This is an optimization exercise on Yosys and OpenROAD, whose aim is small area, a short achievable clock period and few clock cycles, not a production implementation. Where RTL was checked, it was by simulation tests only, not by an equivalence proof against the original. For run 3, only the layout was checked, not whether the RTL still works.

`flow/design.v`:
```
`timescale 1 ns / 100 ps
module mult1_fa(a, b, ci, s, co);
	input a, b, ci;
	output s, co;
	assign s  = a ^ b ^ ci;
	assign co = (a & b) | (a & ci) | (b & ci);
endmodule
module mult1_ha(a, b, s, co);
	input a, b;
	output s, co;
	assign s  = a ^ b;
	assign co = a & b;
endmodule
module mult1_ha1(a, b, s, co);
	input a, b;
	output s, co;
	assign s  = ~(a ^ b);
	assign co = a | b;
endmodule
module mult1_row(a, one, two, neg, r);
	input [31:0] a;
	input one, two, neg;
	output [33:0] r;
	wire [32:0] m = ({1'b0, a} & {33{one}}) | ({a, 1'b0} & {33{two}});
	assign r = {~neg, m ^ {33{neg}}};
endmodule
module mult1_enc(b, one, two, neg);
	input [2:0] b;
	output one, two, neg;
	assign one = b[1] ^ b[0];
	assign two = (b[2] & ~b[1] & ~b[0]) | (~b[2] & b[1] & b[0]);
	assign neg = b[2];
endmodule
module mult1_add(a, b, ci, s, c8);
	input [39:0] a, b;
	input ci;
	output [39:0] s;
	output c8;
	wire [39:0] p0 = a ^ b;
	wire [39:0] g0 = a & b;
	wire gg1 = g0[1] | (p0[1] & g0[0]);
	wire pp1 = p0[1] & p0[0];
	wire gg2 = g0[3] | (p0[3] & g0[2]);
	wire pp2 = p0[3] & p0[2];
	wire gg3 = g0[5] | (p0[5] & g0[4]);
	wire pp3 = p0[5] & p0[4];
	wire gg4 = g0[7] | (p0[7] & g0[6]);
	wire pp4 = p0[7] & p0[6];
	wire gg5 = g0[9] | (p0[9] & g0[8]);
	wire pp5 = p0[9] & p0[8];
	wire gg6 = g0[11] | (p0[11] & g0[10]);
	wire pp6 = p0[11] & p0[10];
	wire gg7 = g0[13] | (p0[13] & g0[12]);
	wire pp7 = p0[13] & p0[12];
	wire gg8 = g0[15] | (p0[15] & g0[14]);
	wire pp8 = p0[15] & p0[14];
	wire gg9 = g0[17] | (p0[17] & g0[16]);
	wire pp9 = p0[17] & p0[16];
	wire gg10 = g0[19] | (p0[19] & g0[18]);
	wire pp10 = p0[19] & p0[18];
	wire gg11 = g0[21] | (p0[21] & g0[20]);
	wire pp11 = p0[21] & p0[20];
	wire gg12 = g0[23] | (p0[23] & g0[22]);
	wire pp12 = p0[23] & p0[22];
	wire gg13 = g0[25] | (p0[25] & g0[24]);
	wire pp13 = p0[25] & p0[24];
	wire gg14 = g0[27] | (p0[27] & g0[26]);
	wire pp14 = p0[27] & p0[26];
	wire gg15 = g0[29] | (p0[29] & g0[28]);
	wire pp15 = p0[29] & p0[28];
	wire gg16 = g0[31] | (p0[31] & g0[30]);
	wire pp16 = p0[31] & p0[30];
	wire gg17 = g0[33] | (p0[33] & g0[32]);
	wire pp17 = p0[33] & p0[32];
	wire gg18 = g0[35] | (p0[35] & g0[34]);
	wire pp18 = p0[35] & p0[34];
	wire gg19 = g0[37] | (p0[37] & g0[36]);
	wire pp19 = p0[37] & p0[36];
	wire gg20 = g0[39] | (p0[39] & g0[38]);
	wire pp20 = p0[39] & p0[38];
	wire gg21 = g0[2] | (p0[2] & gg1);
	wire pp21 = p0[2] & pp1;
	wire gg22 = gg2 | (pp2 & gg1);
	wire pp22 = pp2 & pp1;
	wire gg23 = g0[6] | (p0[6] & gg3);
	wire pp23 = p0[6] & pp3;
	wire gg24 = gg4 | (pp4 & gg3);
	wire pp24 = pp4 & pp3;
	wire gg25 = g0[10] | (p0[10] & gg5);
	wire pp25 = p0[10] & pp5;
	wire gg26 = gg6 | (pp6 & gg5);
	wire pp26 = pp6 & pp5;
	wire gg27 = g0[14] | (p0[14] & gg7);
	wire pp27 = p0[14] & pp7;
	wire gg28 = gg8 | (pp8 & gg7);
	wire pp28 = pp8 & pp7;
	wire gg29 = g0[18] | (p0[18] & gg9);
	wire pp29 = p0[18] & pp9;
	wire gg30 = gg10 | (pp10 & gg9);
	wire pp30 = pp10 & pp9;
	wire gg31 = g0[22] | (p0[22] & gg11);
	wire pp31 = p0[22] & pp11;
	wire gg32 = gg12 | (pp12 & gg11);
	wire pp32 = pp12 & pp11;
	wire gg33 = g0[26] | (p0[26] & gg13);
	wire pp33 = p0[26] & pp13;
	wire gg34 = gg14 | (pp14 & gg13);
	wire pp34 = pp14 & pp13;
	wire gg35 = g0[30] | (p0[30] & gg15);
	wire pp35 = p0[30] & pp15;
	wire gg36 = gg16 | (pp16 & gg15);
	wire pp36 = pp16 & pp15;
	wire gg37 = g0[34] | (p0[34] & gg17);
	wire pp37 = p0[34] & pp17;
	wire gg38 = gg18 | (pp18 & gg17);
	wire pp38 = pp18 & pp17;
	wire gg39 = g0[38] | (p0[38] & gg19);
	wire pp39 = p0[38] & pp19;
	wire gg40 = gg20 | (pp20 & gg19);
	wire pp40 = pp20 & pp19;
	wire gg41 = g0[4] | (p0[4] & gg22);
	wire pp41 = p0[4] & pp22;
	wire gg42 = gg3 | (pp3 & gg22);
	wire pp42 = pp3 & pp22;
	wire gg43 = gg23 | (pp23 & gg22);
	wire pp43 = pp23 & pp22;
	wire gg44 = gg24 | (pp24 & gg22);
	wire pp44 = pp24 & pp22;
	wire gg45 = g0[12] | (p0[12] & gg26);
	wire pp45 = p0[12] & pp26;
	wire gg46 = gg7 | (pp7 & gg26);
	wire pp46 = pp7 & pp26;
	wire gg47 = gg27 | (pp27 & gg26);
	wire pp47 = pp27 & pp26;
	wire gg48 = gg28 | (pp28 & gg26);
	wire pp48 = pp28 & pp26;
	wire gg49 = g0[20] | (p0[20] & gg30);
	wire pp49 = p0[20] & pp30;
	wire gg50 = gg11 | (pp11 & gg30);
	wire pp50 = pp11 & pp30;
	wire gg51 = gg31 | (pp31 & gg30);
	wire pp51 = pp31 & pp30;
	wire gg52 = gg32 | (pp32 & gg30);
	wire pp52 = pp32 & pp30;
	wire gg53 = g0[28] | (p0[28] & gg34);
	wire pp53 = p0[28] & pp34;
	wire gg54 = gg15 | (pp15 & gg34);
	wire pp54 = pp15 & pp34;
	wire gg55 = gg35 | (pp35 & gg34);
	wire pp55 = pp35 & pp34;
	wire gg56 = gg36 | (pp36 & gg34);
	wire pp56 = pp36 & pp34;
	wire gg57 = g0[36] | (p0[36] & gg38);
	wire pp57 = p0[36] & pp38;
	wire gg58 = gg19 | (pp19 & gg38);
	wire pp58 = pp19 & pp38;
	wire gg59 = gg39 | (pp39 & gg38);
	wire pp59 = pp39 & pp38;
	wire gg60 = gg40 | (pp40 & gg38);
	wire pp60 = pp40 & pp38;
	wire gg61 = g0[8] | (p0[8] & gg44);
	wire pp61 = p0[8] & pp44;
	wire gg62 = gg5 | (pp5 & gg44);
	wire pp62 = pp5 & pp44;
	wire gg63 = gg25 | (pp25 & gg44);
	wire pp63 = pp25 & pp44;
	wire gg64 = gg26 | (pp26 & gg44);
	wire pp64 = pp26 & pp44;
	wire gg65 = gg45 | (pp45 & gg44);
	wire pp65 = pp45 & pp44;
	wire gg66 = gg46 | (pp46 & gg44);
	wire pp66 = pp46 & pp44;
	wire gg67 = gg47 | (pp47 & gg44);
	wire pp67 = pp47 & pp44;
	wire gg68 = gg48 | (pp48 & gg44);
	wire pp68 = pp48 & pp44;
	wire gg69 = g0[24] | (p0[24] & gg52);
	wire pp69 = p0[24] & pp52;
	wire gg70 = gg13 | (pp13 & gg52);
	wire pp70 = pp13 & pp52;
	wire gg71 = gg33 | (pp33 & gg52);
	wire pp71 = pp33 & pp52;
	wire gg72 = gg34 | (pp34 & gg52);
	wire pp72 = pp34 & pp52;
	wire gg73 = gg53 | (pp53 & gg52);
	wire pp73 = pp53 & pp52;
	wire gg74 = gg54 | (pp54 & gg52);
	wire pp74 = pp54 & pp52;
	wire gg75 = gg55 | (pp55 & gg52);
	wire pp75 = pp55 & pp52;
	wire gg76 = gg56 | (pp56 & gg52);
	wire pp76 = pp56 & pp52;
	wire gg77 = g0[16] | (p0[16] & gg68);
	wire pp77 = p0[16] & pp68;
	wire gg78 = gg9 | (pp9 & gg68);
	wire pp78 = pp9 & pp68;
	wire gg79 = gg29 | (pp29 & gg68);
	wire pp79 = pp29 & pp68;
	wire gg80 = gg30 | (pp30 & gg68);
	wire pp80 = pp30 & pp68;
	wire gg81 = gg49 | (pp49 & gg68);
	wire pp81 = pp49 & pp68;
	wire gg82 = gg50 | (pp50 & gg68);
	wire pp82 = pp50 & pp68;
	wire gg83 = gg51 | (pp51 & gg68);
	wire pp83 = pp51 & pp68;
	wire gg84 = gg52 | (pp52 & gg68);
	wire pp84 = pp52 & pp68;
	wire gg85 = gg69 | (pp69 & gg68);
	wire pp85 = pp69 & pp68;
	wire gg86 = gg70 | (pp70 & gg68);
	wire pp86 = pp70 & pp68;
	wire gg87 = gg71 | (pp71 & gg68);
	wire pp87 = pp71 & pp68;
	wire gg88 = gg72 | (pp72 & gg68);
	wire pp88 = pp72 & pp68;
	wire gg89 = gg73 | (pp73 & gg68);
	wire pp89 = pp73 & pp68;
	wire gg90 = gg74 | (pp74 & gg68);
	wire pp90 = pp74 & pp68;
	wire gg91 = gg75 | (pp75 & gg68);
	wire pp91 = pp75 & pp68;
	wire gg92 = gg76 | (pp76 & gg68);
	wire pp92 = pp76 & pp68;
	wire gg93 = g0[32] | (p0[32] & gg92);
	wire pp93 = p0[32] & pp92;
	wire gg94 = gg17 | (pp17 & gg92);
	wire pp94 = pp17 & pp92;
	wire gg95 = gg37 | (pp37 & gg92);
	wire pp95 = pp37 & pp92;
	wire gg96 = gg38 | (pp38 & gg92);
	wire pp96 = pp38 & pp92;
	wire gg97 = gg57 | (pp57 & gg92);
	wire pp97 = pp57 & pp92;
	wire gg98 = gg58 | (pp58 & gg92);
	wire pp98 = pp58 & pp92;
	wire gg99 = gg59 | (pp59 & gg92);
	wire pp99 = pp59 & pp92;
	wire gg100 = gg60 | (pp60 & gg92);
	wire pp100 = pp60 & pp92;
	assign s = p0 ^ {(gg99 | (pp99 & ci)), (gg98 | (pp98 & ci)), (gg97 | (pp97 & ci)), (gg96 | (pp96 & ci)), (gg95 | (pp95 & ci)), (gg94 | (pp94 & ci)), (gg93 | (pp93 & ci)), (gg92 | (pp92 & ci)), (gg91 | (pp91 & ci)), (gg90 | (pp90 & ci)), (gg89 | (pp89 & ci)), (gg88 | (pp88 & ci)), (gg87 | (pp87 & ci)), (gg86 | (pp86 & ci)), (gg85 | (pp85 & ci)), (gg84 | (pp84 & ci)), (gg83 | (pp83 & ci)), (gg82 | (pp82 & ci)), (gg81 | (pp81 & ci)), (gg80 | (pp80 & ci)), (gg79 | (pp79 & ci)), (gg78 | (pp78 & ci)), (gg77 | (pp77 & ci)), (gg68 | (pp68 & ci)), (gg67 | (pp67 & ci)), (gg66 | (pp66 & ci)), (gg65 | (pp65 & ci)), (gg64 | (pp64 & ci)), (gg63 | (pp63 & ci)), (gg62 | (pp62 & ci)), (gg61 | (pp61 & ci)), (gg44 | (pp44 & ci)), (gg43 | (pp43 & ci)), (gg42 | (pp42 & ci)), (gg41 | (pp41 & ci)), (gg22 | (pp22 & ci)), (gg21 | (pp21 & ci)), (gg1 | (pp1 & ci)), (g0[0] | (p0[0] & ci)), ci};
	assign c8 = (gg44 | (pp44 & ci));
endmodule
module mult1(clk, rst, start, ack, multiplicand, multiplier, product, done);
	input clk;
	input rst;
	input start;
	input ack;
	input [31:0] multiplicand;
	input [31:0] multiplier;
	output [63:0] product;
	output done;
reg        idle_q;   
reg        iter_q;   
reg        fin_q;    
reg        done_q;   
reg        first_q;  
reg [1:0]  cnt;
reg [31:0] a_q;      
reg [31:0] b_q;      
reg [34:0] s_q;      
reg [33:0] c_q;      
reg [7:0]  sl_q;     
reg [7:0]  cl_q;     
reg        cy_q;     
reg        ng_q;     
assign done    = done_q;
assign product = {a_q, b_q};
wire last = (cnt == 2'd3);
wire [9:0] nb = idle_q ? {multiplier[9:2], 2'b00} : {b_q[17:16] & {2{cnt != 2'd2}}, b_q[15:9], 1'b0};
wire [3:0] one_d, two_d, neg_d;
mult1_enc e1 (.b(nb[3:1]), .one(one_d[0]), .two(two_d[0]), .neg(neg_d[0]));
mult1_enc e2 (.b(nb[5:3]), .one(one_d[1]), .two(two_d[1]), .neg(neg_d[1]));
mult1_enc e3 (.b(nb[7:5]), .one(one_d[2]), .two(two_d[2]), .neg(neg_d[2]));
mult1_enc e4 (.b(nb[9:7]), .one(one_d[3]), .two(two_d[3]), .neg(neg_d[3]));
reg [3:0] one_q, two_q, neg_q;
always @(posedge clk) begin
	one_q <= one_d;
	two_q <= two_d;
	neg_q <= neg_d;
end
wire neg1 = neg_q[0], neg2 = neg_q[1], neg3 = neg_q[2], neg4 = neg_q[3];
wire [33:0] r1, r2, r3, r4;
mult1_row w1 (.a(a_q), .one(one_q[0]), .two(two_q[0]), .neg(neg_q[0]), .r(r1));
mult1_row w2 (.a(a_q), .one(one_q[1]), .two(two_q[1]), .neg(neg_q[1]), .r(r2));
mult1_row w3 (.a(a_q), .one(one_q[2]), .two(two_q[2]), .neg(neg_q[2]), .r(r3));
mult1_row w4 (.a(a_q), .one(one_q[3]), .two(two_q[3]), .neg(neg_q[3]), .r(r4));
reg f0_q, f1_q, nf_q;
always @(posedge clk) begin
	f0_q <= idle_q & multiplier[0];
	f1_q <= idle_q & multiplier[1];
	nf_q <= ~idle_q;
end
wire [34:0] sx = {s_q[34] | ~nf_q, s_q[33:32] & {2{nf_q}}, (a_q & {32{f0_q}}) | (s_q[31:0] & {32{nf_q}})};
wire [33:0] cx = {c_q[33] & nf_q, (a_q & {32{f1_q}}) | (c_q[32:1] & {32{nf_q}}), c_q[0] & nf_q};
wire        n0 = ng_q & nf_q;
wire s1, k2, s3, k4, s5, k6, s7, k8, s9, k10, s11, k12, s13, k14, s15, k16, s17, k18, s19, k20, s21, k22, s23, k24, s25, k26, s27, k28, s29, k30, s31, k32, s33, k34, s35, k36, s37, k38, s39, k40, s41, k42, s43, k44, s45, k46, s47, k48, s49, k50, s51, k52, s53, k54, s55, k56, s57, k58, s59, k60, s61, k62, s63, k64, s65, k66, s67, k68, s69, k70, s71, k72, s73, k74, s75, k76, s77, k78, s79, k80, s81, k82, s83, k84, s85, k86, s87, k88, s89, k90, s91, k92, s93, k94, s95, k96, s97, k98, s99, k100, s101, k102, s103, k104, s105, k106, s107, k108, s109, k110, s111, k112, s113, k114, s115, k116, s117, k118, s119, k120, s121, k122, s123, k124, s125, k126, s127, k128, s129, k130, s131, k132, s133, k134, s135, k136, s137, k138, s139, k140, s141, k142, s143, k144, s145, k146, s147, k148, s149, k150, s151, k152, s153, k154, s155, k156, s157, k158, s159, k160, s161, k162, s163, k164, s165, k166, s167, k168, s169, k170, s171, k172, s173, k174, s175, k176, s177, k178, s179, k180, s181, k182, s183, k184, s185, k186, s187, k188, s189, k190, s191, k192, s193, k194, s195, k196, s197, k198, s199, k200, s201, k202, s203, k204, s205, k206, s207, k208, s209, k210, s211, k212, s213, k214, s215, k216, s217, k218, s219, k220, s221, k222, s223, k224, s225, k226, s227, k228, s229, k230, s231, k232, s233, k234, s235, k236, s237, k238, s239, k240, s241, k242, s243, k244, s245, k246, s247, k248, s249, k250, s251, k252, s253, k254, s255, k256, s257, k258, s259, k260, s261, k262, s263, k264, s265, k266, s267, k268, s269, k270, s271, k272, s273, k274, s275, k276, s277, k278, s279;
mult1_ha h2 (.a(neg2), .b(sx[4]), .s(s1), .co(k2));
mult1_ha h4 (.a(sx[5]), .b(cx[5]), .s(s3), .co(k4));
mult1_fa f6 (.a(neg3), .b(sx[6]), .ci(cx[6]), .s(s5), .co(k6));
mult1_ha h8 (.a(r1[4]), .b(r2[2]), .s(s7), .co(k8));
mult1_fa f10 (.a(sx[7]), .b(cx[7]), .ci(r1[5]), .s(s9), .co(k10));
mult1_ha h12 (.a(r2[3]), .b(r3[1]), .s(s11), .co(k12));
mult1_fa f14 (.a(sx[8]), .b(cx[8]), .ci(r1[6]), .s(s13), .co(k14));
mult1_fa f16 (.a(r2[4]), .b(r3[2]), .ci(r4[0]), .s(s15), .co(k16));
mult1_fa f18 (.a(sx[9]), .b(cx[9]), .ci(r1[7]), .s(s17), .co(k18));
mult1_fa f20 (.a(r2[5]), .b(r3[3]), .ci(r4[1]), .s(s19), .co(k20));
mult1_fa f22 (.a(sx[10]), .b(cx[10]), .ci(r1[8]), .s(s21), .co(k22));
mult1_fa f24 (.a(r2[6]), .b(r3[4]), .ci(r4[2]), .s(s23), .co(k24));
mult1_fa f26 (.a(sx[11]), .b(cx[11]), .ci(r1[9]), .s(s25), .co(k26));
mult1_fa f28 (.a(r2[7]), .b(r3[5]), .ci(r4[3]), .s(s27), .co(k28));
mult1_fa f30 (.a(sx[12]), .b(cx[12]), .ci(r1[10]), .s(s29), .co(k30));
mult1_fa f32 (.a(r2[8]), .b(r3[6]), .ci(r4[4]), .s(s31), .co(k32));
mult1_fa f34 (.a(sx[13]), .b(cx[13]), .ci(r1[11]), .s(s33), .co(k34));
mult1_fa f36 (.a(r2[9]), .b(r3[7]), .ci(r4[5]), .s(s35), .co(k36));
mult1_fa f38 (.a(sx[14]), .b(cx[14]), .ci(r1[12]), .s(s37), .co(k38));
mult1_fa f40 (.a(r2[10]), .b(r3[8]), .ci(r4[6]), .s(s39), .co(k40));
mult1_fa f42 (.a(sx[15]), .b(cx[15]), .ci(r1[13]), .s(s41), .co(k42));
mult1_fa f44 (.a(r2[11]), .b(r3[9]), .ci(r4[7]), .s(s43), .co(k44));
mult1_fa f46 (.a(sx[16]), .b(cx[16]), .ci(r1[14]), .s(s45), .co(k46));
mult1_fa f48 (.a(r2[12]), .b(r3[10]), .ci(r4[8]), .s(s47), .co(k48));
mult1_fa f50 (.a(sx[17]), .b(cx[17]), .ci(r1[15]), .s(s49), .co(k50));
mult1_fa f52 (.a(r2[13]), .b(r3[11]), .ci(r4[9]), .s(s51), .co(k52));
mult1_fa f54 (.a(sx[18]), .b(cx[18]), .ci(r1[16]), .s(s53), .co(k54));
mult1_fa f56 (.a(r2[14]), .b(r3[12]), .ci(r4[10]), .s(s55), .co(k56));
mult1_fa f58 (.a(sx[19]), .b(cx[19]), .ci(r1[17]), .s(s57), .co(k58));
mult1_fa f60 (.a(r2[15]), .b(r3[13]), .ci(r4[11]), .s(s59), .co(k60));
mult1_fa f62 (.a(sx[20]), .b(cx[20]), .ci(r1[18]), .s(s61), .co(k62));
mult1_fa f64 (.a(r2[16]), .b(r3[14]), .ci(r4[12]), .s(s63), .co(k64));
mult1_fa f66 (.a(sx[21]), .b(cx[21]), .ci(r1[19]), .s(s65), .co(k66));
mult1_fa f68 (.a(r2[17]), .b(r3[15]), .ci(r4[13]), .s(s67), .co(k68));
mult1_fa f70 (.a(sx[22]), .b(cx[22]), .ci(r1[20]), .s(s69), .co(k70));
mult1_fa f72 (.a(r2[18]), .b(r3[16]), .ci(r4[14]), .s(s71), .co(k72));
mult1_fa f74 (.a(sx[23]), .b(cx[23]), .ci(r1[21]), .s(s73), .co(k74));
mult1_fa f76 (.a(r2[19]), .b(r3[17]), .ci(r4[15]), .s(s75), .co(k76));
mult1_fa f78 (.a(sx[24]), .b(cx[24]), .ci(r1[22]), .s(s77), .co(k78));
mult1_fa f80 (.a(r2[20]), .b(r3[18]), .ci(r4[16]), .s(s79), .co(k80));
mult1_fa f82 (.a(sx[25]), .b(cx[25]), .ci(r1[23]), .s(s81), .co(k82));
mult1_fa f84 (.a(r2[21]), .b(r3[19]), .ci(r4[17]), .s(s83), .co(k84));
mult1_fa f86 (.a(sx[26]), .b(cx[26]), .ci(r1[24]), .s(s85), .co(k86));
mult1_fa f88 (.a(r2[22]), .b(r3[20]), .ci(r4[18]), .s(s87), .co(k88));
mult1_fa f90 (.a(sx[27]), .b(cx[27]), .ci(r1[25]), .s(s89), .co(k90));
mult1_fa f92 (.a(r2[23]), .b(r3[21]), .ci(r4[19]), .s(s91), .co(k92));
mult1_fa f94 (.a(sx[28]), .b(cx[28]), .ci(r1[26]), .s(s93), .co(k94));
mult1_fa f96 (.a(r2[24]), .b(r3[22]), .ci(r4[20]), .s(s95), .co(k96));
mult1_fa f98 (.a(sx[29]), .b(cx[29]), .ci(r1[27]), .s(s97), .co(k98));
mult1_fa f100 (.a(r2[25]), .b(r3[23]), .ci(r4[21]), .s(s99), .co(k100));
mult1_fa f102 (.a(sx[30]), .b(cx[30]), .ci(r1[28]), .s(s101), .co(k102));
mult1_fa f104 (.a(r2[26]), .b(r3[24]), .ci(r4[22]), .s(s103), .co(k104));
mult1_fa f106 (.a(sx[31]), .b(cx[31]), .ci(r1[29]), .s(s105), .co(k106));
mult1_fa f108 (.a(r2[27]), .b(r3[25]), .ci(r4[23]), .s(s107), .co(k108));
mult1_fa f110 (.a(sx[32]), .b(cx[32]), .ci(r1[30]), .s(s109), .co(k110));
mult1_fa f112 (.a(r2[28]), .b(r3[26]), .ci(r4[24]), .s(s111), .co(k112));
mult1_fa f114 (.a(sx[33]), .b(cx[33]), .ci(r1[31]), .s(s113), .co(k114));
mult1_fa f116 (.a(r2[29]), .b(r3[27]), .ci(r4[25]), .s(s115), .co(k116));
mult1_fa f118 (.a(sx[34]), .b(r1[32]), .ci(r2[30]), .s(s117), .co(k118));
mult1_ha1 g120 (.a(r3[28]), .b(r4[26]), .s(s119), .co(k120));
mult1_fa f122 (.a(r1[33]), .b(r2[31]), .ci(r3[29]), .s(s121), .co(k122));
mult1_ha h124 (.a(r2[32]), .b(r3[30]), .s(s123), .co(k124));
mult1_ha h126 (.a(neg1), .b(sx[2]), .s(s125), .co(k126));
mult1_ha h128 (.a(sx[3]), .b(cx[3]), .s(s127), .co(k128));
mult1_fa f130 (.a(cx[4]), .b(r1[2]), .ci(r2[0]), .s(s129), .co(k130));
mult1_fa f132 (.a(r1[3]), .b(r2[1]), .ci(k2), .s(s131), .co(k132));
mult1_fa f134 (.a(r3[0]), .b(k4), .ci(s5), .s(s133), .co(k134));
mult1_fa f136 (.a(k6), .b(k8), .ci(s11), .s(s135), .co(k136));
mult1_fa f138 (.a(k12), .b(k10), .ci(s13), .s(s137), .co(k138));
mult1_fa f140 (.a(k14), .b(s17), .ci(k16), .s(s139), .co(k140));
mult1_fa f142 (.a(k18), .b(s21), .ci(k20), .s(s141), .co(k142));
mult1_fa f144 (.a(k22), .b(s25), .ci(k24), .s(s143), .co(k144));
mult1_fa f146 (.a(k26), .b(s29), .ci(k28), .s(s145), .co(k146));
mult1_fa f148 (.a(k30), .b(s33), .ci(k32), .s(s147), .co(k148));
mult1_fa f150 (.a(k34), .b(s37), .ci(k36), .s(s149), .co(k150));
mult1_fa f152 (.a(k38), .b(s41), .ci(k40), .s(s151), .co(k152));
mult1_fa f154 (.a(k42), .b(s45), .ci(k44), .s(s153), .co(k154));
mult1_fa f156 (.a(k46), .b(s49), .ci(k48), .s(s155), .co(k156));
mult1_fa f158 (.a(k50), .b(s53), .ci(k52), .s(s157), .co(k158));
mult1_fa f160 (.a(k54), .b(s57), .ci(k56), .s(s159), .co(k160));
mult1_fa f162 (.a(k58), .b(s61), .ci(k60), .s(s161), .co(k162));
mult1_fa f164 (.a(k62), .b(s65), .ci(k64), .s(s163), .co(k164));
mult1_fa f166 (.a(k66), .b(s69), .ci(k68), .s(s165), .co(k166));
mult1_fa f168 (.a(k70), .b(s73), .ci(k72), .s(s167), .co(k168));
mult1_fa f170 (.a(k74), .b(s77), .ci(k76), .s(s169), .co(k170));
mult1_fa f172 (.a(k78), .b(s81), .ci(k80), .s(s171), .co(k172));
mult1_fa f174 (.a(k82), .b(s85), .ci(k84), .s(s173), .co(k174));
mult1_fa f176 (.a(k86), .b(s89), .ci(k88), .s(s175), .co(k176));
mult1_fa f178 (.a(k90), .b(s93), .ci(k92), .s(s177), .co(k178));
mult1_fa f180 (.a(k94), .b(s97), .ci(k96), .s(s179), .co(k180));
mult1_fa f182 (.a(k98), .b(s101), .ci(k100), .s(s181), .co(k182));
mult1_fa f184 (.a(k102), .b(s105), .ci(k104), .s(s183), .co(k184));
mult1_fa f186 (.a(k106), .b(s109), .ci(k108), .s(s185), .co(k186));
mult1_fa f188 (.a(k110), .b(s113), .ci(k112), .s(s187), .co(k188));
mult1_fa f190 (.a(k114), .b(s117), .ci(s119), .s(s189), .co(k190));
mult1_fa f192 (.a(r4[27]), .b(k118), .ci(k120), .s(s191), .co(k192));
mult1_fa f194 (.a(r4[28]), .b(s123), .ci(k122), .s(s193), .co(k194));
mult1_fa f196 (.a(r2[33]), .b(r3[31]), .ci(r4[29]), .s(s195), .co(k196));
mult1_ha h198 (.a(r3[32]), .b(r4[30]), .s(s197), .co(k198));
mult1_ha h200 (.a(n0), .b(sx[0]), .s(s199), .co(k200));
mult1_ha h202 (.a(sx[1]), .b(cx[1]), .s(s201), .co(k202));
mult1_fa f204 (.a(cx[2]), .b(r1[0]), .ci(s125), .s(s203), .co(k204));
mult1_fa f206 (.a(r1[1]), .b(k126), .ci(s127), .s(s205), .co(k206));
mult1_fa f208 (.a(k128), .b(s1), .ci(s129), .s(s207), .co(k208));
mult1_fa f210 (.a(s3), .b(k130), .ci(s131), .s(s209), .co(k210));
mult1_fa f212 (.a(s7), .b(k132), .ci(s133), .s(s211), .co(k212));
mult1_fa f214 (.a(s9), .b(k134), .ci(s135), .s(s213), .co(k214));
mult1_fa f216 (.a(s15), .b(k136), .ci(s137), .s(s215), .co(k216));
mult1_fa f218 (.a(s19), .b(k138), .ci(s139), .s(s217), .co(k218));
mult1_fa f220 (.a(s23), .b(k140), .ci(s141), .s(s219), .co(k220));
mult1_fa f222 (.a(s27), .b(k142), .ci(s143), .s(s221), .co(k222));
mult1_fa f224 (.a(s31), .b(k144), .ci(s145), .s(s223), .co(k224));
mult1_fa f226 (.a(s35), .b(k146), .ci(s147), .s(s225), .co(k226));
mult1_fa f228 (.a(s39), .b(k148), .ci(s149), .s(s227), .co(k228));
mult1_fa f230 (.a(s43), .b(k150), .ci(s151), .s(s229), .co(k230));
mult1_fa f232 (.a(s47), .b(k152), .ci(s153), .s(s231), .co(k232));
mult1_fa f234 (.a(s51), .b(k154), .ci(s155), .s(s233), .co(k234));
mult1_fa f236 (.a(s55), .b(k156), .ci(s157), .s(s235), .co(k236));
mult1_fa f238 (.a(s59), .b(k158), .ci(s159), .s(s237), .co(k238));
mult1_fa f240 (.a(s63), .b(k160), .ci(s161), .s(s239), .co(k240));
mult1_fa f242 (.a(s67), .b(k162), .ci(s163), .s(s241), .co(k242));
mult1_fa f244 (.a(s71), .b(k164), .ci(s165), .s(s243), .co(k244));
mult1_fa f246 (.a(s75), .b(k166), .ci(s167), .s(s245), .co(k246));
mult1_fa f248 (.a(s79), .b(k168), .ci(s169), .s(s247), .co(k248));
mult1_fa f250 (.a(s83), .b(k170), .ci(s171), .s(s249), .co(k250));
mult1_fa f252 (.a(s87), .b(k172), .ci(s173), .s(s251), .co(k252));
mult1_fa f254 (.a(s91), .b(k174), .ci(s175), .s(s253), .co(k254));
mult1_fa f256 (.a(s95), .b(k176), .ci(s177), .s(s255), .co(k256));
mult1_fa f258 (.a(s99), .b(k178), .ci(s179), .s(s257), .co(k258));
mult1_fa f260 (.a(s103), .b(k180), .ci(s181), .s(s259), .co(k260));
mult1_fa f262 (.a(s107), .b(k182), .ci(s183), .s(s261), .co(k262));
mult1_fa f264 (.a(s111), .b(k184), .ci(s185), .s(s263), .co(k264));
mult1_fa f266 (.a(s115), .b(k186), .ci(s187), .s(s265), .co(k266));
mult1_fa f268 (.a(k116), .b(k188), .ci(s189), .s(s267), .co(k268));
mult1_fa f270 (.a(s121), .b(k190), .ci(s191), .s(s269), .co(k270));
mult1_ha1 g272 (.a(s193), .b(k192), .s(s271), .co(k272));
mult1_fa f274 (.a(k124), .b(s195), .ci(k194), .s(s273), .co(k274));
mult1_ha1 g276 (.a(s197), .b(k196), .s(s275), .co(k276));
mult1_fa f278 (.a(r3[33]), .b(r4[31]), .ci(k198), .s(s277), .co(k278));
assign s279 = ~r4[32];
wire [42:0] st = {1'b0, r4[32], k278, k276, k274, k272, k270, k268, k266, k264, k262, k260, k258, k256, k254, k252, k250, k248, k246, k244, k242, k240, k238, k236, k234, k232, k230, k228, k226, k224, k222, k220, k218, k216, k214, k212, k210, k208, k206, k204, k202, k200, s199};
wire [42:0] ct = {1'b0, r4[33], s279, s277, s275, s273, s271, s269, s267, s265, s263, s261, s259, s257, s255, s253, s251, s249, s247, s245, s243, s241, s239, s237, s235, s233, s231, s229, s227, s225, s223, s221, s219, s217, s215, s213, s211, s209, s207, s205, s203, s201, cx[0]};
wire [39:0] sum;
wire        lo8;
mult1_add ad (.a({s_q[31:0], sl_q}), .b({c_q[31:0], cl_q}), .ci(cy_q), .s(sum), .c8(lo8));
wire [8:0]  lo  = {lo8, sum[7:0]};
wire a_nz = |multiplicand;
wire b_nz = |multiplier;
always @(posedge clk or posedge rst)
	if (rst) begin
		idle_q  <= 1'b1;
		iter_q  <= 1'b0;
		fin_q   <= 1'b0;
		done_q  <= 1'b0;
		first_q <= 1'b1;
		cnt     <= 2'd0;
	end else begin
		idle_q  <= (idle_q & ~start) | (done_q & ack);
		iter_q  <= (idle_q & start & a_nz & b_nz) | (iter_q & ~last);
		fin_q   <= iter_q & last;
		done_q  <= fin_q | (idle_q & start & ~(a_nz & b_nz)) | (done_q & ~ack);
		first_q <= idle_q;
		cnt     <= iter_q ? cnt + 2'd1 : 2'd0;
	end
always @(posedge clk) begin
	s_q  <= st[42:8];
	c_q  <= ct[41:8];
	sl_q <= st[7:0];
	cl_q <= ct[7:0];
	cy_q <= lo[8] & ~first_q;
	ng_q <= neg4;
end
always @(posedge clk)
	if (idle_q) begin
		a_q <= multiplicand & {32{b_nz}};
		b_q <= multiplier & {32{a_nz}};
	end else if (iter_q | fin_q) begin
		b_q <= {lo[7:0], b_q[31:8]};
		if (fin_q)
			a_q <= sum[39:8];
	end
endmodule
```
`flow/flow/run.sh`:
```
#!/bin/bash
# The standard layout (standard.sh: the ORFS synthesis and flow), with two changes:
# the port buffers that ORFS's buffer_ports inserts are the small sky130_fd_sc_hd__buf_1
# instead of the delay-cell buffer it picks by default (every port still gets a buffer),
# and clock tree synthesis adds no dummy load cells at the leaves.
set -euo pipefail
export BUFFER_PORTS_ARGS="-buffer_cell sky130_fd_sc_hd__buf_1"
export CTS_ARGS="-sink_clustering_enable -repair_clock_nets -dont_use_dummy_load -buf_list {sky130_fd_sc_hd__clkbuf_4 sky130_fd_sc_hd__clkbuf_8}"
bash standard.sh finish > standard.log 2>&1
```
`flow/standard.sh`:
```
#!/bin/bash
# synth_recipe.tcl (not shown) runs the flow's synth.tcl, then flattens the netlist and writes it again
# the make line also repeats each setting of config.mk as NAME=value (left out here)
make -C /OpenROAD-flow-scripts/flow DESIGN_CONFIG=/design/flow/config.mk WORK_HOME=/design/flow/orfs CLKGATE_MAP_FILE= SYNTH_SCRIPT=/design/flow/synth_recipe.tcl "${@:-finish}"
```
`flow/config.mk`:
```
export PLATFORM = sky130hd
export DESIGN_NAME = mult1
export DESIGN_NICKNAME = mult1
export VERILOG_FILES = /design/flow/design.v
export SDC_FILE = /design/flow/constraint.sdc
export NUM_CORES = 4
export LEC_CHECK = 0
export CAP_MARGIN = 20
export CORE_MARGIN = 2
export CORE_UTILIZATION = 65
export SETUP_SLACK_MARGIN = 2.2
export SLEW_MARGIN = 20
export SYNTH_HIERARCHICAL = 1
export SYNTH_MINIMUM_KEEP_SIZE = 0
export TNS_END_PERCENT = 50
```
`flow/constraint.sdc`:
```
create_clock -name core_clock -period 5.0 [get_ports {clk}]
set_input_delay 1.0000 -clock core_clock [delete_from_list [all_inputs] [get_ports {clk}]]
set_output_delay 1.0000 -clock core_clock [all_outputs]
set_load 0.01 [all_outputs]
```
==> qor.yml, run 1 <==
grt:
  grt_pass1_vias: 9610
  grt_max_degree: 69
  grt_usage_pct: 34.7
  grt_pass1_wl_mm: 54.0
  antenna_found_initial: 0
  grt_overflow_total: 0
yosys:
  syn_area_um2: 12900
  syn-num-nets: 1395
  ys.flop_type: "dfxtp_1"
  synth_most_common_cell: "xnor2_1"
  yosysWarningCount: 7
  synthArstFlopShare_pct: 4.07
  synthCells: 1146
  synth_edf_count: 64
  synth-seq-cells: 172
  yosysSeqAreaShare_pct: 32.0
  yosys.area.top_type: "fa_1"
  synthTopCellsByArea: "fa_1, dfxtp_1, edfxtp_1"
  synth_area_per_cell_um2: 11.2
  ys_types: 55
  yosysTopAreaCellShare_pct: 19.7
  synthTopCellsByCount: "xnor2_1, fa_1, a22oi_1"
die:
  start_util_pct: 66.2
  rows: 51
  die_y_um: 145
  dieArea_um2: 21000
  io_pins: 133
  coreArea_um2: 19500
  die_w_um: 145
placed_design:
  pre_cts_ws_ps: 1840
  dp.cells: 1476
  io_buffers: 132
  dp_hpwl_mm: 24.4
  gp_congestion: 0.937
clock_tree:
  cts_tree: "done"
  holdBufCountCts: 0
  cts_sinks: 172
  path_clk_slew_ps: 100
  clock_path_buffers: 2
  ctsRootBufferMaster: "clkbuf_8"
  clock_latency_ps: 460
  cts_buffers: 17
  htree_levels: 4
timing:
  tightest_slew_ps: 994
  setup_tns_ps: 0
  whs_ps: 437
  finClkSkew_ps: 34.9
  min_period_over_period_pct: 55.1
  fmax_mhz: 363
  slew_viol_final: 0
  layout_min_cycle_time_ps: 2750
  max-slew-margin-rel_pct: 33.6
  fin_ws_ps: 2250
  grt_setup_unrepaired: "true"
  setup_viol_count_final: 0
  hold_viol: 0
drt:
  drtPass1Iterations: 6
  wl_per_cell_um: 23.6
  postRouteAntennaNets: 0
  totalWireLength_mm: 35.4
  drt_iter0_markers: 922
  vias: 9778
  viasPerCell: 6.53
  drc: 0
critical_path:
  cp.arrival_ps: 3070
  startpoint_type: "flip-flop"
  cp_num_buf_inv: 1
  critPathKind: "flip-flop to flip-flop"
  reg2reg_slack_ps: 2250
  cp_top_family: "adder cells"
  critPathMaxFanout: 24
  rr_startpoint: "neg_q[1]"
  required_ps: 5320
  cp_common_cell: "fa_1"
  cp_slowest_stage_delay_ps: 690
  cp_cell_sequence: "buf_4 -> xnor2_1 -> fa_1 -> fa_1 -> fa_1"
  startpoint: "neg_q[1]"
  cp_slowest_cell: "dfxtp_4"
  end_kind: "flip-flop"
outcome:
  status: "finished clean"
finish:
  final_cells: 1498
  areaGrowthSynthToFinish_pct: 7.26
  fillers: 1482
  antenna_cells: 0
  fin_nets: 1484
  layout-drive-gt1-share_pct: 6.89
min_path:
  hold_path_class: "input pin to async pin"
job:
  drv_cap: 0
final timing paths:
path                                 to  depth (start not counted)
worst max-delay path             c_q[4]                          5
worst min-delay path             cnt[1]                          2
worst max register to register   c_q[4]                          5
worst min register to register   cnt[0]                          1
max in group asynchronous       first_q                          2
min in group core_clock          cnt[0]                          1
logic make-up after synthesis:
| group | share of synthesized area (%) |
|---|---|
| compound gates | 20.5 |
| xor+xnor | 11.5 |
| fa+ha+maj | 25.0 |
| buf+inv | 4.67 |
| flops | 32.0 |
| simple gates | 6.40 |
sequential cells by signal, indices dropped and copies added (netlist names):
register  cells
cnt           2
c_q          34
iter_q        1
sl_q          8
nf_q          1
s_q          34
f0_q          1
a_q          32
one_q         4
cl_q          8
f1_q          1
ng_q          1
done_q        1
first_q       1
cy_q          1
idle_q        1
two_q         4
neg_q         4
fin_q         1
b_q          32
per-module statistics from Yosys, one instance, submodules excluded:
module     area [um2]  cells
mult1_add        1580    198
mult1_ha1        27.5      5
mult1            5990    469
mult1_row         609     77
mult1_enc        38.8      5
mult1_fa         20.0      1
mult1_ha         12.5      1
layout by cell type (no fill, tap or decap), types with 3 or more instances in the layout:
cell type,Yosys,routed
ha_4,0,5
a21oi_1,24,22
fa_1,127,127
ha_1,54,48
nand2_1,103,103
a21o_1,13,13
dfxtp_2,0,4
o21ai_1,3,4
nand2b_1,5,5
nand3_1,6,6
a22o_1,64,64
inv_1,29,28
a221oi_1,3,3
and3_1,3,3
dfxtp_1,101,84
o21a_1,3,3
o21ai_0,17,13
nor4_1,16,16
buf_4,8,13
a22oi_1,124,124
dfxtp_4,0,13
xnor2_1,153,153
nor2_1,20,18
dfrtp_1,5,5
edfxtp_1,64,64
o22ai_2,4,4
nor3_1,3,3
and2_1,6,6
o21bai_1,5,5
o2bb2ai_1,55,55
nand4_1,8,8
buf_1,6,132
clkbuf_8,0,17
nor2b_1,6,6
o21ai_2,1,3
xor2_1,16,16
routing by layer:
layer,global-route usage (%),share of wire [%],vias up
met1,46.9,40,4897
met5,0,0,-
met3,8.62,8.8,70
li1,-,-,4328
met2,56.1,48,483
met4,9.45,2.7,0
per-stage QoR:
stage	util [%]	area (um2)
4_1_cts	70.3	13700
3_5_place_dp	68.5	13300
6_report	71.1	13800
2_1_floorplan	-	12900
5_1_grt	71.1	13800
3_3_place_gp	68.5	13300
what timing repair did:
action,in CTS,in global routing
endpoints found under the setup margin,77,21
cloned,0,0
pin swaps,5,7
gates resized for setup,21,23
setup buffers,3,2
final cells by class:
| type | count | area, um2 | share of cell area (%) |
|---|---|---|---|
| Tap cell | 265 | 332 | 2.40 |
| Inverter | 29 | 109 | 0.787 |
| Multi-Input combinational cell | 866 | 8320 | 60.2 |
| Timing Repair Buffer | 149 | 656 | 4.74 |
| Clock buffer | 17 | 234 | 1.69 |
| Sequential cell | 172 | 4180 | 30.2 |
Testbench counts, summed over its fixed seeds: cycles 3,299.
==> inputs of run 2 (changes only) <==
--- a/flow/config.mk
+++ b/flow/config.mk
@@ -8,8 +8,8 @@
 export CAP_MARGIN = 20
 export CORE_MARGIN = 2
 export CORE_UTILIZATION = 65
+export CTS_BUF_LIST = sky130_fd_sc_hd__clkbuf_4 sky130_fd_sc_hd__clkbuf_8
 export SETUP_SLACK_MARGIN = 2.2
 export SLEW_MARGIN = 20
 export SYNTH_HIERARCHICAL = 1
 export SYNTH_MINIMUM_KEEP_SIZE = 0
-export TNS_END_PERCENT = 50
==> run 2 against run 1 <==
Via count rose by 0.65%. Non-clock buffer count rose by 1. Clock skew barely moved. Hold slack improved by 8.3 ps. Utilization rose by 0.14 points. Global-route usage did not move. Critical path depth did not move. Cell count barely moved. Fmax rose by 0.72%. Critical endpoint is now c_q[2]. Sequential cell count did not move.
==> qor.yml, run 2 <==
die:
  dieArea_um2: 21000  # unchanged
  die_w_um: 145  # unchanged
  io_pins: 133  # unchanged
  start_util_pct: 66.2  # unchanged
  die_y_um: 145  # unchanged
  coreArea_um2: 19500  # unchanged
  rows: 51  # unchanged
yosys:
  synthTopCellsByCount: "xnor2_1, fa_1, a22oi_1"
  yosysSeqAreaShare_pct: 32.0  # unchanged
  synth-seq-cells: 172  # unchanged
  synth_area_per_cell_um2: 11.2  # unchanged
  yosysWarningCount: 7  # unchanged
  synthTopCellsByArea: "fa_1, dfxtp_1, edfxtp_1"
  yosys.area.top_type: "fa_1"
  synth-simple-area-share_pct: 6.40  # unchanged
  synth_top_family_by_area: "adder cells"
  synth_edf_count: 64  # unchanged
  synthArstFlopShare_pct: 4.07  # unchanged
  synth-adder-area-share_pct: 25.0  # unchanged
  syn-num-nets: 1395  # unchanged
  syn_area_um2: 12900  # unchanged
  ys_types: 55  # unchanged
  synth_most_common_cell: "xnor2_1"
  synth_compound_area_share_pct: 20.5  # unchanged
  yosysTopAreaCellShare_pct: 19.7  # unchanged
  ys.flop_type: "dfxtp_1"
  synthCells: 1146  # unchanged
  synthMuxAreaShare_pct: 0  # unchanged
  synth_xor_area_share_pct: 11.5  # unchanged
drt:
  drc: 0  # unchanged
  wl_per_cell_um: 23.7  # +0.48%
  drtPass1Iterations: 5  # -1
  vias: 9842  # +0.65%
  viasPerCell: 6.57  # +0.59%
  postRouteAntennaNets: 0  # unchanged
  totalWireLength_mm: 35.6  # +0.54%
  drt_iter0_markers: 944  # +2.4%
finish:
  antenna_cells: 0  # unchanged
  areaGrowthSynthToFinish_pct: 7.47
  fin_nets: 1485  # +0.067%
  final_cell_mix: "xnor2_1, buf_1, fa_1"
  reg_top3: "c_q x34, s_q x34"
  multi_input_area_um2: 8320  # unchanged
  layout-drive-gt1-share_pct: 6.97  # +0.075 points
  final_common_cell: "xnor2_1"
  final_cells: 1499  # +0.067%
  fillers: 1480  # -0.13%
  register_area_um2: 4180  # unchanged
timing:
  layout_min_cycle_time_ps: 2730  # -19.6 ps
  fmax_mhz: 366  # +0.72%
  grt_setup_unrepaired: "false"
  tightest_slew_ps: 983  # -11.5 ps
  finClkSkew_ps: 34.5  # -0.420 ps
  min_period_over_period_pct: 54.7  # -0.39 points
  setup_tns_ps: 0  # unchanged
  slew_viol_final: 0  # unchanged
  hold_viol: 0  # unchanged
  setup_viol_count_final: 0  # unchanged
  max-slew-margin-rel_pct: 34.3  # +0.77 points
clock_tree:
  cts_sinks: 172  # unchanged
  clock_latency_ps: 460  # about the same
  cts_tree: "done"
  path_clk_slew_ps: 90  # about the same
  ctsRootBufferMaster: "clkbuf_8"
  holdBufCountCts: 0  # unchanged
  cts_buffers: 17  # unchanged
  clock_path_buffers: 2  # unchanged
  htree_levels: 4  # unchanged
critical_path:
  cp_slowest_cell: "dfxtp_2"
  cp_slowest_stage_delay_ps: 670  # -20 ps
  rr_startpoint: "neg_q[3]"
  required_ps: 5300  # -20 ps
  reg2reg_slack_ps: 2270  # +20 ps
  reg2reg_to: "c_q[2]"
  critPathKind: "flip-flop to flip-flop"
  r2r_cells: 5  # unchanged
  cp_cell_sequence: "buf_6 -> xnor2_1 -> fa_1 -> fa_1 -> fa_1"
  end_kind: "flip-flop"
  cp_common_cell: "fa_1"
  cp.arrival_ps: 3030  # -40 ps
  startpoint_type: "flip-flop"
  critPathMaxFanout: 20  # -17%
placed_design:
  io_buffers: 132  # unchanged
  gp_congestion: 0.937  # unchanged
  dp_hpwl_mm: 24.4  # unchanged
  dp.cells: 1476  # unchanged
grt:
  grt_usage_pct: 34.7  # unchanged
  antenna_found_initial: 0  # unchanged
  grt_overflow_total: 0  # unchanged
  grt_pass1_wl_mm: 54.0  # unchanged
  grt_pass1_vias: 9610  # unchanged
  grt_max_degree: 69  # unchanged
min_path:
  hold_path_class: "input pin to async pin"
outcome:
  status: "finished clean"
job:
  drv_cap: 0  # unchanged
run 2: worst max path at each step:
stage                  start       to  cells past startpoint
floorplan            sl_q[0]  a_q[30]                     10
global placement    one_q[0]  c_q[20]                      5
detailed placement  one_q[1]  c_q[26]                      6
CTS                     f1_q   c_q[4]                      5
global route         cl_q[1]  a_q[30]                     12
finish              neg_q[3]   c_q[2]                      5
run 2: metrics by stage:
stage               util (%)  area (um2)  hold WS, ps  setup slack, ps
global route            71.2       13900          451             2170
finish                  71.2       13900          445             2270
floorplan                  -       12900          326             2410
CTS                     70.3       13700          427             2220
global placement        68.5       13300          446             1780
detailed placement      68.5       13300          449             1840
run 2: cell families (layout without fill, tap and decap cells):
group,Yosys count,count (layout)
buffers and inverters,108,196
AND/OR/NAND/NOR,180,180
AO/OA/AOI/OAI,336,336
flip-flops,172,172
adder cells (fa/ha/maj),181,181
XOR/XNOR,169,169
run 2: routing by layer:
metal	wire length, um	GRT usage [%]	up-vias	share of wire (%)
met3	3290	8.62	72	9.3
met2	17000	56.1	498	48
met4	994	9.45	0	2.8
met1	14300	46.9	4947	40
met5	0	0	-	0
li1	-	-	4325	-
run 2: repair_timing:
| action | CTS | global route |
|---|---|---|
| endpoints found under the hold margin | 0 | 0 |
| buffers inserted | 3 | 3 |
| endpoints found under the setup margin | 77 | 21 |
| pin swaps | 5 | 7 |
| resized for setup | 21 | 23 |
run 2: cell type report:
cell class	count	area share (%)
clock buffers	17	1.69
inverters	29	0.786
multi-input cells	866	60.1
flip-flops and latches	172	30.1
well taps	265	2.39
repair buffers	150	4.93
run 2: worst max-delay path: cells and delay by family (launching register included):
| kind | cells | cell delay, ps |
|---|---|---|
| xor gates and xnor gates | 1 | 150 |
| DFF | 1 | 670 |
| adders and majority gates | 3 | 1370 |
| buffers and inverters | 1 | 370 |
run 2: modules after synthesis, one instance, submodules excluded:
| module | cells inside | flops+latches | copies in the design | area [um2] |
|---|---|---|---|---|
| mult1_row | 77 | 0 | 4 | 609 |
| mult1_enc | 5 | 0 | 4 | 38.8 |
| mult1_add | 198 | 0 | 1 | 1580 |
| mult1_ha1 | 5 | 0 | 3 | 27.5 |
| mult1 | 469 | 172 | 1 | 5990 |
| mult1_ha | 1 | 0 | 10 | 12.5 |
| mult1_fa | 1 | 0 | 126 | 20.0 |
==> inputs of run 3 (changes only) <==
--- a/flow/design.v
+++ b/flow/design.v
@@ -264,9 +264,10 @@
 reg [7:0]  cl_q;     
 reg        cy_q;     
 reg        ng_q;     
+reg        sm_q;     
 assign done    = done_q;
 assign product = {a_q, b_q};
-wire last = (cnt == 2'd3);
+wire last = (cnt == 2'd3) | sm_q;
 wire [9:0] nb = idle_q ? {multiplier[9:2], 2'b00} : {b_q[17:16] & {2{cnt != 2'd2}}, b_q[15:9], 1'b0};
 wire [3:0] one_d, two_d, neg_d;
 mult1_enc e1 (.b(nb[3:1]), .one(one_d[0]), .two(two_d[0]), .neg(neg_d[0]));
@@ -451,9 +452,12 @@
 		done_q  <= 1'b0;
 		first_q <= 1'b1;
 		cnt     <= 2'd0;
+		sm_q    <= 1'b0;
 	end else begin
 		idle_q  <= (idle_q & ~start) | (done_q & ack);
 		iter_q  <= (idle_q & start & a_nz & b_nz) | (iter_q & ~last);
+		if (idle_q)
+			sm_q <= ~|multiplier[31:8];
 		fin_q   <= iter_q & last;
 		done_q  <= fin_q | (idle_q & start & ~(a_nz & b_nz)) | (done_q & ~ack);
 		first_q <= idle_q;
@@ -471,6 +475,9 @@
 	if (idle_q) begin
 		a_q <= multiplicand & {32{b_nz}};
 		b_q <= multiplier & {32{a_nz}};
+	end else if (fin_q & sm_q) begin
+		a_q <= {24'b0, sum[39:32]};
+		b_q <= sum[31:0];
 	end else if (iter_q | fin_q) begin
 		b_q <= {lo[7:0], b_q[31:8]};
 		if (fin_q)
--- a/flow/config.mk
+++ b/flow/config.mk
@@ -8,7 +8,6 @@
 export CAP_MARGIN = 20
 export CORE_MARGIN = 2
 export CORE_UTILIZATION = 65
-export CTS_BUF_LIST = sky130_fd_sc_hd__clkbuf_4 sky130_fd_sc_hd__clkbuf_8
 export SETUP_SLACK_MARGIN = 2.2
 export SLEW_MARGIN = 20
 export SYNTH_HIERARCHICAL = 1
==> run 3 against run 2 <==
Still clean on timing, DRC and antenna. Synthesized cell count increased by 1.7%. Wire length increased by 13%. Global-route usage increased by 2.6 points. Hold slack got worse by 18 ps. Clock skew increased by 5.6 ps. Via count increased by 5.0%. Die area increased by 2.3%. Count of clock-buffer cells in the layout unchanged. Fmax decreased by 5.3%. Register-to-register slack got worse by 150 ps. Critical path type unchanged.
==> qor.yml, run 3 <==
yosys:
  yosysSeqAreaShare_pct: 31.4  # -0.56 points
  synth_area_per_cell_um2: 11.3  # +0.72%
  yosysWarningCount: 7  # unchanged
  synth-adder-area-share_pct: 24.4  # -0.58 points
  synth-seq-cells: 173  # +0.58%
  yosysTopAreaCellShare_pct: 19.3  # -0.46 points
  synthTopCellsByCount: "xnor2_1, fa_1, a22oi_1"
  yosys.area.top_type: "fa_1"
  synth_xor_area_share_pct: 11.2  # -0.27 points
  synthTopCellsByArea: "fa_1, dfxtp_1, edfxtp_1"
  syn_area_um2: 13200  # +2.4%
  ys_types: 59  # +7.3%
  synthCells: 1165  # +1.7%
  synth_edf_count: 64  # unchanged
  syn-num-nets: 1414  # +1.4%
  synth_compound_area_share_pct: 19.9  # -0.61 points
  synth-simple-area-share_pct: 5.45  # -0.95 points
  ys.flop_type: "dfxtp_1"
  synth_most_common_cell: "xnor2_1"
  synthArstFlopShare_pct: 4.62  # +0.55 points
  synth_top_family_by_area: "adder cells"
  synthMuxAreaShare_pct: 3.03  # +3.0 points
placed_design:
  gp_congestion: 0.940  # +0.22%
  io_buffers: 132  # unchanged
  dp.cells: 1503  # +1.8%
  postPlaceCellArea_um2: 13700  # +2.6%
  dp_hpwl_mm: 27.9  # +15%
clock_tree:
  cts_tree: "done"
  clock_path_buffers: 2  # unchanged
  cts_sinks: 173  # +0.58%
  cts_buffers: 17  # unchanged
  ctsRootBufferMaster: "clkbuf_8"
  htree_levels: 4  # unchanged
  path_clk_slew_ps: 110  # +20 ps
  holdBufCountCts: 0  # unchanged
  clock_latency_ps: 480  # +20 ps
drt:
  drt_iter0_markers: 1028  # +8.9%
  drc: 0  # unchanged
  postRouteAntennaNets: 0  # unchanged
  totalWireLength_mm: 40.2  # +13%
  vias: 10300  # +5.0%
  drtPass1Iterations: 5  # unchanged
  viasPerCell: 6.74  # +2.7%
  wl_per_cell_um: 26.2  # +10%
die:
  io_pins: 133  # unchanged
  rows: 52  # +2.0%
  die_y_um: 147  # +1.2%
  start_util_pct: 65.7  # -0.58 points
  dieArea_um2: 21500  # +2.3%
  die_w_um: 147  # +1.2%
  coreArea_um2: 20100  # +3.3%
critical_path:
  cp_cell_sequence: "ha_4 -> a21oi_1 -> o21ai_2 -> a31oi_2 -> o31ai_4 -> buf_6 -> buf_4 -> a31oi_4 -> o21bai_1 -> a21oi_1 -> xnor2_2 -> mux2i_1 -> o22ai_1"
  cp_top_family: "compound AO/OA/AOI/OAI gates"
  cp_num_buf_inv: 2  # +1
  cp_slowest_cell: "dfxtp_1"
  required_ps: 5170  # -130 ps
  cp.arrival_ps: 3060  # +30 ps
  critPathKind: "flip-flop to flip-flop"
  startpoint_type: "flip-flop"
  end_kind: "flip-flop"
  cp_slowest_stage_delay_ps: 370  # -300 ps
  critPathMaxFanout: 5  # -75%
  cp_common_cell: "a21oi_1"
timing:
  grt_setup_unrepaired: "true"
  slew_viol_final: 0  # unchanged
  fmax_mhz: 347  # -5.3%
  min_period_over_period_pct: 57.7  # +3.0 points
  layout_min_cycle_time_ps: 2890  # +152 ps
  finClkSkew_ps: 40.2  # +5.63 ps
  whs_ps: 427  # -17.8 ps
  hold_viol: 0  # unchanged
  setup_tns_ps: 0  # unchanged
  max-slew-margin-rel_pct: 33.5  # -0.79 points
  tightest_slew_ps: 987  # +3.75 ps
  setup_viol_count_final: 0  # unchanged
finish:
  antenna_cells: 0  # unchanged
  layout-drive-gt1-share_pct: 10.5  # +3.6 points
  final_cells: 1534  # +2.3%
  areaGrowthSynthToFinish_pct: 9.88
  reg_top3: "c_q x34, s_q x34"
  fin_nets: 1515  # +2.0%
  final_cell_mix: "xnor2_1, buf_1, fa_1"
  final_common_cell: "xnor2_1"
  fillers: 1557  # +5.2%
  postLayoutCellArea_um2: 14500  # +4.7%
grt:
  grt_pass1_wl_mm: 60.1  # +11%
  grt_usage_pct: 37.3  # +2.6 points
  grt_pass1_vias: 10200  # +5.9%
  antenna_found_initial: 0  # unchanged
  grt_max_degree: 64  # -7.2%
  grt_overflow_total: 0  # unchanged
job:
  drv_cap: 0  # unchanged
outcome:
  status: "finished clean"
min_path:
  hold_path_class: "input pin to async pin"
[run 3: cell types whose count changed in the layout (fill, tap and decap cells not counted), sizes merged, moves of 11 or more]
cell | before | now
o22ai | 4 | 42
o2bb2ai | 55 | 2
buf | 150 | 161
nand2 | 103 | 64
mux2i | 0 | 40
a22o | 64 | 88
[run 3: Yosys stat by module (local to each module, per instance)]
module	flops+latches	times used	cell area (um2)	cells
mult1_ha	0	10	12.5	1
mult1_enc	0	4	38.8	5
mult1_ha1	0	3	27.5	5
mult1_add	0	1	1580	198
mult1_row	0	4	609	77
mult1_fa	0	126	20.0	1
mult1	173	1	6300	488
[run 3: worst register-to-register path, cell delays in order, from the launching register on]
cell	delay [ps]
dfxtp_1	370
ha_4	230
a21oi_1	180
o21ai_2	100
a31oi_2	250
o31ai_4	100
buf_6	140
buf_4	140
a31oi_4	250
o21bai_1	140
a21oi_1	240
xnor2_2	160
mux2i_1	190
o22ai_1	130
[run 3: timing repair]
action / CTS / global route
endpoints found under the setup margin: 101 / 84
gates cloned: 0 / 0
pin swaps: 10 / 14
setup buffers: 5 / 9
resized for setup: 58 / 34
[run 3: final timing paths]
check	start	endpoint	slack, ps	cells after the start
max	sl_q[7]	b_q[21]	2110	13
min	rst	cnt[0]	430	2
max reg2reg	sl_q[7]	b_q[21]	2110	13
min reg2reg	cnt[0]	cnt[0]	470	1
max in group asynchronous	rst	first_q	4240	2
min in group core_clock	cnt[0]	cnt[0]	470	1
[run 3: area by class of cell]
type / count / area (um2) / area share, %
Multi-Input combinational cell: 880 / 8830 / 60.9
Sequential cell: 173 / 4210 / 29.0
Timing Repair Buffer: 161 / 771 / 5.31
Tap cell: 270 / 338 / 2.33
Clock buffer: 17 / 234 / 1.61
Inverter: 33 / 124 / 0.854
[run 3: logic make-up after synthesis]
kind of cell | Yosys count
AO/OA/AOI/OAI | 344
XOR/XNOR | 169
adder cells (fa/ha/maj) | 181
buffers and inverters | 112
flip-flops | 173
multiplexers | 40
AND/OR/NAND/NOR | 146
[run 3: metal layers]
| layer | wire [um] | GRT usage (%) | up-vias |
|---|---|---|---|
| li1 | - | - | 4465 |
| met1 | 16100 | 53.7 | 5153 |
| met2 | 18600 | 57.4 | 651 |
| met3 | 4290 | 7.19 | 70 |
| met4 | 1170 | 12.3 | 0 |
| met5 | 0 | 0 | - |
[run 3: through the flow]
stage | util (%) | setup WS [ps]
after floorplan | - | 2290
after global placement | 68.0 | 1690
after detailed placement | 68.1 | 1660
after CTS | 70.9 | 2210
after global routing | 72.1 | 2080
final | 72.1 | 2110

separate check: timing with driven ports:
In the flow no input, the clock included, has a driving cell. The finished layouts below were timed again as built, in two steps.
Step 1 (the two cells are an assumption about what drives the block):
set clk [get_ports {clk}]
set_driving_cell -lib_cell sky130_fd_sc_hd__clkbuf_16 $clk
set_driving_cell -lib_cell sky130_fd_sc_hd__buf_2 [delete_from_list [all_inputs] $clk]
Step 2 adds t to the input delays and takes it off the output delays; t is the mean of the earliest and latest rising clock arrival at the registers after step 1. Input paths then give back, and output paths get back, about the clock's delay inside the block.
Three values: ideal, step 1, step 2; two values: the first two.
run	t, ns	slack for setup (ns)	latest minus earliest clock arrival (ns)
run 1	0.491	2.247 / 2.247 / 1.957	0.037 / 0.037
run 2	0.489	2.267 / 2.267 / 1.953	0.038 / 0.037
run 3	0.506	2.114 / 2.114 / 1.747	0.040 / 0.041
After both steps setup and hold are still met in every run listed. For run 3, which loses most, drivers alone change the setup slack by 0.000 ns; drivers and shift together by -0.367 ns.
